This is an optimization exercise on Yosys and OpenROAD, whose aim is small area, not a production implementation. Only simulation tests tie the RTL to the original design; equivalence was not proved. Power figures rest on the tool's default switching activity, not on a simulated workload.

==> design.v <==
module dMemBase(addr, clk, enable, dataIn, readwrite, reset, dataOut);
input [31:0] addr;
input clk, enable, readwrite, reset;
input [31:0] dataIn;
output reg [31:0] dataOut;
wire [1023:0] storage;
wire [6:0] a0 = addr[6:0];
wire [6:0] a1 = addr[6:0] + 7'd1;
wire [6:0] a2 = addr[6:0] + 7'd2;
wire [6:0] a3 = addr[6:0] + 7'd3;
wire rd = enable && !readwrite;
wire wr = enable && readwrite;
genvar g;
generate
	for (g = 0; g < 128; g = g + 1) begin : loc
		reg [7:0] q;
		always @(posedge clk) begin
			if (reset) q <= 8'd0;
			else if (wr && a0 == g) q <= dataIn[7:0];
			else if (wr && a1 == g) q <= dataIn[15:8];
			else if (wr && a2 == g) q <= dataIn[23:16];
			else if (wr && a3 == g) q <= dataIn[31:24];
		end
		assign storage[8*g +: 8] = q;
	end
endgenerate
always @(posedge clk) begin
	if (!reset && rd) begin
		dataOut <= {storage[8*a3 +: 8], storage[8*a2 +: 8], storage[8*a1 +: 8], storage[8*a0 +: 8]};
	end
end 
endmodule
==> run.sh <==
#!/bin/bash
# synth_recipe.tcl (not shown) runs the flow's synth.tcl, then flattens the netlist and writes it again
# the make line also repeats each setting of config.mk as NAME=value (left out here)
make -C /OpenROAD-flow-scripts/flow DESIGN_CONFIG=/design/flow/config.mk WORK_HOME=/design/flow/orfs CLKGATE_MAP_FILE= SYNTH_SCRIPT=/design/flow/synth_recipe.tcl finish
==> config.mk <==
export PLATFORM = sky130hd
export DESIGN_NAME = dMemBase
export DESIGN_NICKNAME = dMemBase
export VERILOG_FILES = /design/flow/design.v
export SDC_FILE = /design/flow/constraint.sdc
export NUM_CORES = 8
export LEC_CHECK = 0
export CAP_MARGIN = 40
export CORE_MARGIN = 2
export CORE_UTILIZATION = 40
export SLEW_MARGIN = 40
==> constraint.sdc <==
create_clock -name core_clock -period 10.0 [get_ports {clk}]
set_input_delay 2.0000 -clock core_clock [delete_from_list [all_inputs] [get_ports {clk}]]
set_output_delay 2.0000 -clock core_clock [all_outputs]
set_load 0.01 [all_outputs]
==> results.toml, run 1 <==
[status]
status = "finished clean"

[timing]
fin_hold_ws_ns = 0.508
finalMaxSlewViolations = 0
fin_crit_sh = 0.725
max_freq_mhz = 138
setup_viol_count_final = 0
grt_setup_unrepaired = "no"
tns_ns = 0
min_period_ns = 7.25
hold_viol_final = 0
fin_skew_ns = 0.0335
tightest_slew_ns = 1.09
relSlewSlack = 0.251

[logic_synthesis]
synthMuxAreaShare = 0.297
synth_cell_types = 97
yosys_warnings = 1
synth_area_um2 = 103000
synthArstFlopShare = 0
yosys-top-cells-area = "mux4_2, dfxtp_1, mux2i_1"
synth_common_cells = "nor2_1, nand2_1, clkbuf_1"
synth_top_family_by_area = "multiplexers"
ys_seq_area_frac = 0.208
synth-adder-area-share = 0.00109
ys_seq_elements = 1056
yosysTopAreaCell = "mux4_2"
syn_nets = 12100
avgSynthCellArea_um2 = 8.58
yosysTopAreaCellShare = 0.222
synth_compound_area_frac = 0.277
syn_inst = 12000
ys.flop_type = "dfxtp_1"
yosys.area_share.simple = 0.154
synth_edf_count = 32
synth_xor_area_frac = 0.00172
yosysMostFrequentCell = "nor2_1"

[setup_path]
rrSetupSlack_ns = 6.31
crit_fanout = 92
r2r_start = "loc[18].q[6]"
setup.worst_path.start_class = "input port"
arrival_ns = 7.95
critical_path_class = "input port to flop"
end_kind = "flop"
r2r-end = "dataOut[6]"
r2r_cells = 7
cp.required_ns = 10.70

[worst_hold_path]
hold_path.startpoint = "loc[123].q[0]"
hold-path-endpoint = "loc[123].q[0]"
hold_class = "flop to flop"
worstHoldPathCells = 2

[floorplanning]
die_area_um2 = 262000
fp-row-count = 186
start_util = 0.402
ios = 100
core_area_um2 = 256000
die_w_um = 512
dieHeight_um = 512

[power_and_ir_drop]
comb_power_share = 0.248
ir_drop_mv = 0.199
p_per_area_nw_per_um2 = 117
power.total_mw = 13.5
power_frac_clock = 0.430
sw_frac_of_total = 0.379
p_leak_nw = 33.6
intPower_mw = 8.35
switchingPower_mw = 5.11
pwr-share-seq = 0.322

[clock_network]
cts-buffers-inserted = 145
clock-sinks = 1056
cts_hold_buf = 0
cts_buffer_depth = 3
h-tree-depth = 4
cts_tree = "built"
clockRootBuffer = "clkbuf_16"
clk_latency_ns = 0.88
clk_pin_slew_ns = 0.06
cts_repair_resize_count = 0
cts.repair_timing.setup_buffer_count = 0

[global_route]
gr-total-overflow = 0
antenna_found_initial = 128
grt_pass1_vias = 111000
track_usage = 0.581
grt_pass1_wl_um = 1040000
grt_max_degree = 154

[detailed_routing]
postRouteAntennaNets = 0
wire_per_inst_um = 53.3
remaining_drc_errors = 0
routed_wl_um = 795000
firstDrtPassIters = 14
viasPerCell = 8.61
drt_iter0_drc = 29500
num_vias = 128000

[place]
dp_hpwl_um = 547000
numPortBuffers = 74
gp_congestion = 1.17

[finish]
seqCellArea_um2 = 21500
finalNetCount = 11400
fillers = 24700
layout-drive-gt1-share = 0.209
multi_input_comb_area_um2 = 78100
syn2layout_area_growth_pct = 11.8

[job]
maxCapViolCount = 0
==> kinds of logic (layout without fill, tap and decap cells) <==
kind of cell               count (synthesis)  count (layout)
adders and majority gates                  9               9
other                                      0             121
buffers and inverters                   1560             968
xor gates and xnor gates                  16              16
DFF                                     1056            1056
and+or+nand+nor                         3643            3643
muxes                                   1780            1780
AOI/OAI and AO/OA                       3942            3942
==> worst max path at each step <==
| stage | startpoint | to | cells after the start |
|---|---|---|---|
| final | addr[0] | loc[12].q[4] | 11 |
| after global routing | addr[0] | loc[12].q[2] | 11 |
| after CTS | addr[0] | loc[12].q[4] | 11 |
| after detailed placement | addr[0] | loc[12].q[4] | 11 |
| after global placement | addr[2] | dataOut[12] | 8 |
| after floorplan | addr[0] | dataOut[26] | 20 |
==> state kept, by name, summed over array words and instances (netlist names) <==
signal / flops
dataOut: 32
loc.q: 1024
==> metrics by stage <==
stage               instances   util  setup slack [ns]  instance area, µm²
global route            14800  0.449              2.77              115000
detailed placement      14500  0.427              2.33              109000
finish                  14900  0.449              2.75              115000
CTS                     14800  0.446              3.16              114000
global placement        14500  0.420              2.23              108000
floorplan               12000      -              3.42              103000
==> worst max-delay path, stage by stage <==
cell	delay [ns]
buf_16	0.40
clkinv_2	0.68
ha_1	0.54
nand3b_1	0.50
o21a_1	0.48
nor2_2	0.14
buf_4	0.73
nand2_1	0.82
o211ai_1	0.94
and2_0	0.41
a2111oi_0	0.19
==> layer usage <==
| metal | up-vias | track usage | routed length, µm |
|---|---|---|---|
| met5 | - | 0.0842 | 3190 |
| met4 | 119 | 0.484 | 88800 |
| met3 | 4215 | 0.359 | 152000 |
| met2 | 14800 | 0.740 | 289000 |
| met1 | 62800 | 0.667 | 262000 |
| li1 | 46600 | - | - |
==> area by class of cell <==
cell class	count	share of cell area
antenna	121	0.00263
clock buffer	198	0.0364
clock inverter	67	0.00708
inverter	53	0.00181
multi-input combinational	9390	0.677
sequential	1056	0.186
tap	3384	0.0367
timing repair buffer	650	0.0519
==> power groups by stage <==
stage               Sequential (mW)  Combinational (mW)  Clock, mW
global placement               4.42                2.93          0
floorplan                      4.39                1.52          0
global route                   4.34                3.17       5.86
detailed placement             4.42                3.01          0
CTS                            4.33                3.01       5.70
finish                         4.34                3.34       5.78
==> layout by cell type (no fill, tap or decap), types with 30 or more instances in the layout <==
master / synthesis / layout
nor2_1: 1273 / 1226
nand2_1: 1105 / 1088
dfxtp_1: 1024 / 1024
mux4_2: 1015 / 1015
a211oi_1: 783 / 760
mux2i_1: 721 / 711
o211ai_1: 696 / 696
nor3_1: 596 / 548
o21ai_0: 526 / 518
buf_4: 21 / 481
a21oi_1: 486 / 478
nand3_1: 305 / 285
a22oi_1: 229 / 228
a31oi_1: 212 / 202
a311oi_1: 161 / 153
clkbuf_16: 0 / 149
diode_2: 0 / 121
a221oi_1: 138 / 111
nand4_1: 105 / 105
o22ai_1: 85 / 84
a211o_1: 83 / 83
and2_1: 77 / 77
a2111oi_0: 83 / 75
a221o_1: 70 / 70
o311ai_0: 56 / 56
and3_1: 52 / 51
buf_6: 3 / 49
buf_12: 0 / 47
o2111ai_2: 6 / 46
mux2_2: 44 / 44
inv_1: 46 / 44
nor2_2: 2 / 37
clkdlybuf4s50_1: 0 / 34
nor3_2: 7 / 33
edfxtp_1: 32 / 32
clkbuf_8: 0 / 30
==> run 2, diff against run 1 <==
==> design.v (replaced) <==
module dMemBase(addr, clk, enable, dataIn, readwrite, reset, dataOut);
input [31:0] addr;
input clk, enable, readwrite, reset;
input [31:0] dataIn;
output reg [31:0] dataOut;
wire [4:0] R = addr[6:2];
wire [1:0] k = addr[1:0];
wire rd = enable && !readwrite;
wire wr = enable && readwrite;
wire [31:0] dec;
genvar g, c;
generate
	for (g = 0; g < 32; g = g + 1) begin : rdec
		assign dec[g] = (R == g);
	end
endgenerate
wire [3:0] hi;
assign hi[0] = (k == 2'd0);
assign hi[1] = (k <= 2'd1);
assign hi[2] = (k <= 2'd2);
assign hi[3] = 1'b1;
wire [127:0] hit;
wire [127:0] we;
wire [31:0] decw = ({32{wr}} & dec) | {32{reset}};
wire [3:0] hiw = hi | {4{reset}};
wire [3:0] low = ~hi | {4{reset}};
generate
	for (g = 0; g < 32; g = g + 1) begin : hrow
		for (c = 0; c < 4; c = c + 1) begin : hcol
			assign hit[4*g+c] = (dec[g] & hi[c]) | (dec[(g+31)%32] & ~hi[c]);
			assign we[4*g+c]  = (decw[g] & hiw[c]) | (decw[(g+31)%32] & low[c]);
		end
	end
endgenerate
wire [7:0] lane [0:3];
assign lane[0] = dataIn[7:0];
assign lane[1] = dataIn[15:8];
assign lane[2] = dataIn[23:16];
assign lane[3] = dataIn[31:24];
wire [7:0] wd [0:3];
generate
	for (c = 0; c < 4; c = c + 1) begin : wcol
		assign wd[c] = reset ? 8'd0 : lane[(c - k) & 2'd3];
	end
endgenerate
wire [1023:0] storage;
generate
	for (g = 0; g < 128; g = g + 1) begin : loc
		reg [7:0] q;
		always @(posedge clk) begin
			if (we[g]) q <= wd[g % 4];
		end
		assign storage[8*g +: 8] = q;
	end
endgenerate
reg [7:0] col [0:3];
integer r, cc;
always @(*) begin
	for (cc = 0; cc < 4; cc = cc + 1) begin
		col[cc] = 8'd0;
		for (r = 0; r < 32; r = r + 1)
			col[cc] = col[cc] | (storage[8*(4*r+cc) +: 8] & {8{hit[4*r+cc]}});
	end
end
wire [31:0] rdata = {col[(k+2'd3)&2'd3], col[(k+2'd2)&2'd3], col[(k+2'd1)&2'd3], col[k]};
always @(posedge clk) begin
	if (!reset && rd) dataOut <= rdata;
end
endmodule
--- a/config.mk
+++ b/config.mk
@@ -5,6 +5,7 @@
 export SDC_FILE = /design/flow/constraint.sdc
 export NUM_CORES = 8
 export LEC_CHECK = 0
+export ABC_AREA = 1
 export CAP_MARGIN = 40
 export CORE_MARGIN = 2
 export CORE_UTILIZATION = 40
==> run 2 against run 1 <==
Effect of this change:
- still clean
- sequential power up 29%
- global-route usage down 31 points
- total power down 21%
- largest power group is now registers
==> results.toml, run 2 <==
[worst_hold_path]
hold_class = "flop to flop"

[setup_path]
arrival_ns = 6.42
cp_top_family = "buffers and inverters"
crit_end = "loc[41].q[7]"
slowest_delay_ns = 0.95
crit_fanout = 17
r2r_start = "loc[20].q[2]"
path_cells = "clkdlybuf4s50_1, inv_2, nand3_1, clkinv_1, a21oi_2, inv_1, o22ai_1, inv_1"
end_kind = "flop"
cp_common_cell = "inv_1"
crit_start = "addr[6]"
r2r_cells = 8
critical_path_class = "input port to flop"
setup.worst_path.start_class = "input port"
r2r-end = "dataOut[18]"
slowest_stage = "clkdlybuf4s50_1"
cp.required_ns = 10.39
rrSetupSlack_ns = 7.72
path_buf_inv = 5
critical_path_depth = 8

[logic_synthesis]
synth_edf_count = 1056
yosysTopAreaCell = "edfxtp_1"
synth_area_um2 = 44100
synthMuxAreaShare = 0
syn_inst = 3907
ys_seq_area_frac = 0.719
synth-adder-area-share = 0
synth_cell_types = 24
syn_nets = 3975
ys.flop_type = "edfxtp_1"
yosys_warnings = 2
yosys.area_share.simple = 0.233
avgSynthCellArea_um2 = 11.3
synth_top_family_by_area = "simple AND/OR/NAND/NOR gates"
synthArstFlopShare = 0
ys_seq_elements = 1056
synth_compound_area_frac = 0.0273
synth_common_cells = "nand2_1, edfxtp_1, nand3_1"
yosys-top-cells-area = "edfxtp_1, nand2_1, nand3_1"
yosysMostFrequentCell = "nand2_1"
yosysTopAreaCellShare = 0.719
synth_xor_area_frac = 0

[floorplanning]
die_area_um2 = 113000
ios = 100
core_area_um2 = 109000
die_w_um = 336
start_util = 0.404
dieHeight_um = 336
fp-row-count = 121

[timing]
min_period_ns = 6.03
relSlewSlack = 0.392
hold_viol_final = 0
layout_setup_ws_ns = 3.97
finalMaxSlewViolations = 0
tightest_slew_ns = 0.909
tns_ns = 0
fin_skew_ns = 0.0244
max_freq_mhz = 166
fin_crit_sh = 0.603
setup_viol_count_final = 0
grt_setup_unrepaired = "no"

[global_route]
grt_pass1_vias = 30000
grt_max_degree = 55
antenna_found_initial = 5
track_usage = 0.269
grt_pass1_wl_um = 215000
gr-total-overflow = 0

[detailed_routing]
wl_met1_um = 59400
postRouteAntennaNets = 0
top_layer = "met5"
met2WireLength_um = 64900
dr_wl_met3_um = 21500
num_vias = 32700
routed_wl_um = 154000
remaining_drc_errors = 0
drt_iter0_drc = 5570
wire_per_inst_um = 27.2
viasPerCell = 5.78
firstDrtPassIters = 6

[power_and_ir_drop]
power.total_mw = 10.6
p_per_area_nw_per_um2 = 208
ir_drop_mv = 0.143
p_leak_nw = 20.3

[job]
maxCapViolCount = 0

[place]
pre_cts_ws_ns = 3.37
dp_hpwl_um = 103000
place_area_um2 = 47600
numPortBuffers = 74
dp_cells = 5465
gp_congestion = 0.950

[finish]
layout_common_cells = "nand2_1, edfxtp_1, nand3_1"
layout-drive-gt1-share = 0.0807
syn2layout_area_growth_pct = 15.7
regMostFlops = "loc.q"
layout_commonest_cell = "nand2_1"
largestRegisters = "loc.q: 1024 flops, dataOut: 32 flops"
largest_reg_flops = 1024
finalNetCount = 4169
final_cells = 5666
multi_input_comb_area_um2 = 12100
seqCellArea_um2 = 31700
fin_area_um2 = 51000
fillers = 9918

[clock_network]
cts_buffer_depth = 3
cts_tree = "built"
clockRootBuffer = "clkbuf_16"
cts.repair_timing.setup_buffer_count = 0
cts_hold_buf = 0
h-tree-depth = 3
clock-sinks = 1056
clk_latency_ns = 0.70
cts_repair_resize_count = 0
cts-buffers-inserted = 108
clk_pin_slew_ns = 0.06

[status]
status = "finished clean"
-- run 2: changes by cell type in the layout (fill, tap and decap cells not counted), moves of 408 or more --
| cell | delta |
|---|---|
| nand3_1 | +503 |
| nor3_1 | -538 |
| o21ai_0 | -507 |
| mux2i_1 | -711 |
| dfxtp_1 | -1024 |
| buf_4 | -408 |
| mux4_2 | -1015 |
| nor2_1 | -892 |
| o211ai_1 | -694 |
| a21oi_1 | -460 |
| a211oi_1 | -760 |
| edfxtp_1 | +1024 |
-- run 2: worst min path at each step --
stage	startpoint	to	slack [ns]	cells past startpoint
CTS	loc[87].q[3]	dataOut[19]	0.99	6
global placement	loc[87].q[3]	dataOut[27]	0.95	6
detailed placement	loc[87].q[3]	dataOut[27]	0.97	6
finish	loc[97].q[0]	dataOut[24]	1.0	8
global route	loc[101].q[0]	dataOut[16]	1.07	8
floorplan	loc[123].q[2]	dataOut[10]	0.76	6
-- run 2: logic make-up after synthesis --
kind of cell | Yosys count
AOI/OAI and AO/OA | 189
buffers and inverters | 235
DFF | 1056
and+or+nand+nor | 2427
-- run 2: stage by stage --
step	hold slack, ns	utilization
final	0.999	0.468
after global routing	1.07	0.468
after CTS	0.987	0.467
after detailed placement	0.970	0.436
after global placement	0.954	0.433
after floorplan	0.760	-
-- run 2: final cells by class --
class | instances | share of cell area
Antenna cell | 2 | 0.0000980
Clock buffer | 129 | 0.0557
Clock inverter | 68 | 0.00914
Inverter | 162 | 0.0119
Multi-Input combinational cell | 2616 | 0.238
Sequential cell | 1056 | 0.621
Tap cell | 1476 | 0.0362
Timing Repair Buffer | 157 | 0.0279
-- run 2: per-layer routing --
metal / GRT usage / vias up
li1: - / 14400
met1: 0.370 / 15800
met2: 0.390 / 2157
met3: 0.0851 / 351
met4: 0.122 / 6
met5: 0 / -
-- run 2: power by group --
part	total [mW]	switching (mW)	leakage, nW	internal, mW
combinational	1.17	0.908	8.23	0.263
clock	3.84	1.68	1.64	2.17
sequential	5.62	0.126	10.4	5.49
total	10.6	2.71	20.3	7.92
-- run 2: worst reg2reg max path, delay by kind of cell, from the launching register on --
family,cells,cell delay [ns]
flip-flops,1,0.38
AND/OR/NAND/NOR,8,1.49

-- re-timing with driven ports --
In the flow no input, the clock included, has a driving cell. The finished layouts below were timed again as built, in two steps.
Step 1 (the two cells are an assumption about what drives the block):
set clk [get_ports {clk}]
set_driving_cell -lib_cell sky130_fd_sc_hd__clkbuf_16 $clk
set_driving_cell -lib_cell sky130_fd_sc_hd__buf_2 [delete_from_list [all_inputs] $clk]
Step 2 times the ports against the registers' clock, not the clock port: input delays grow and output delays shrink by t, the midpoint of the rising clock arrivals with the driver on.
Three values: no drivers, after step 1, after step 2; two values: the first two.
run | t, ns | slack for setup (ns) | hold WS [ns] | latest minus earliest clock arrival (ns) | slew at the worst register clock pin (ns)
run 1 | 0.955 | 2.751 / 2.756 / 1.802 | 0.508 / 0.508 / 0.508 | 0.043 / 0.043 | 0.07 / 0.07
run 2 | 0.758 | 3.973 / 3.991 / 3.233 | 0.999 / 0.999 / 0.999 | 0.027 / 0.027 | 0.07 / 0.07
After both steps every run listed still meets setup and hold. For run 1, which loses most, drivers alone change the setup slack by +0.005 ns; drivers and shift together by -0.949 ns.
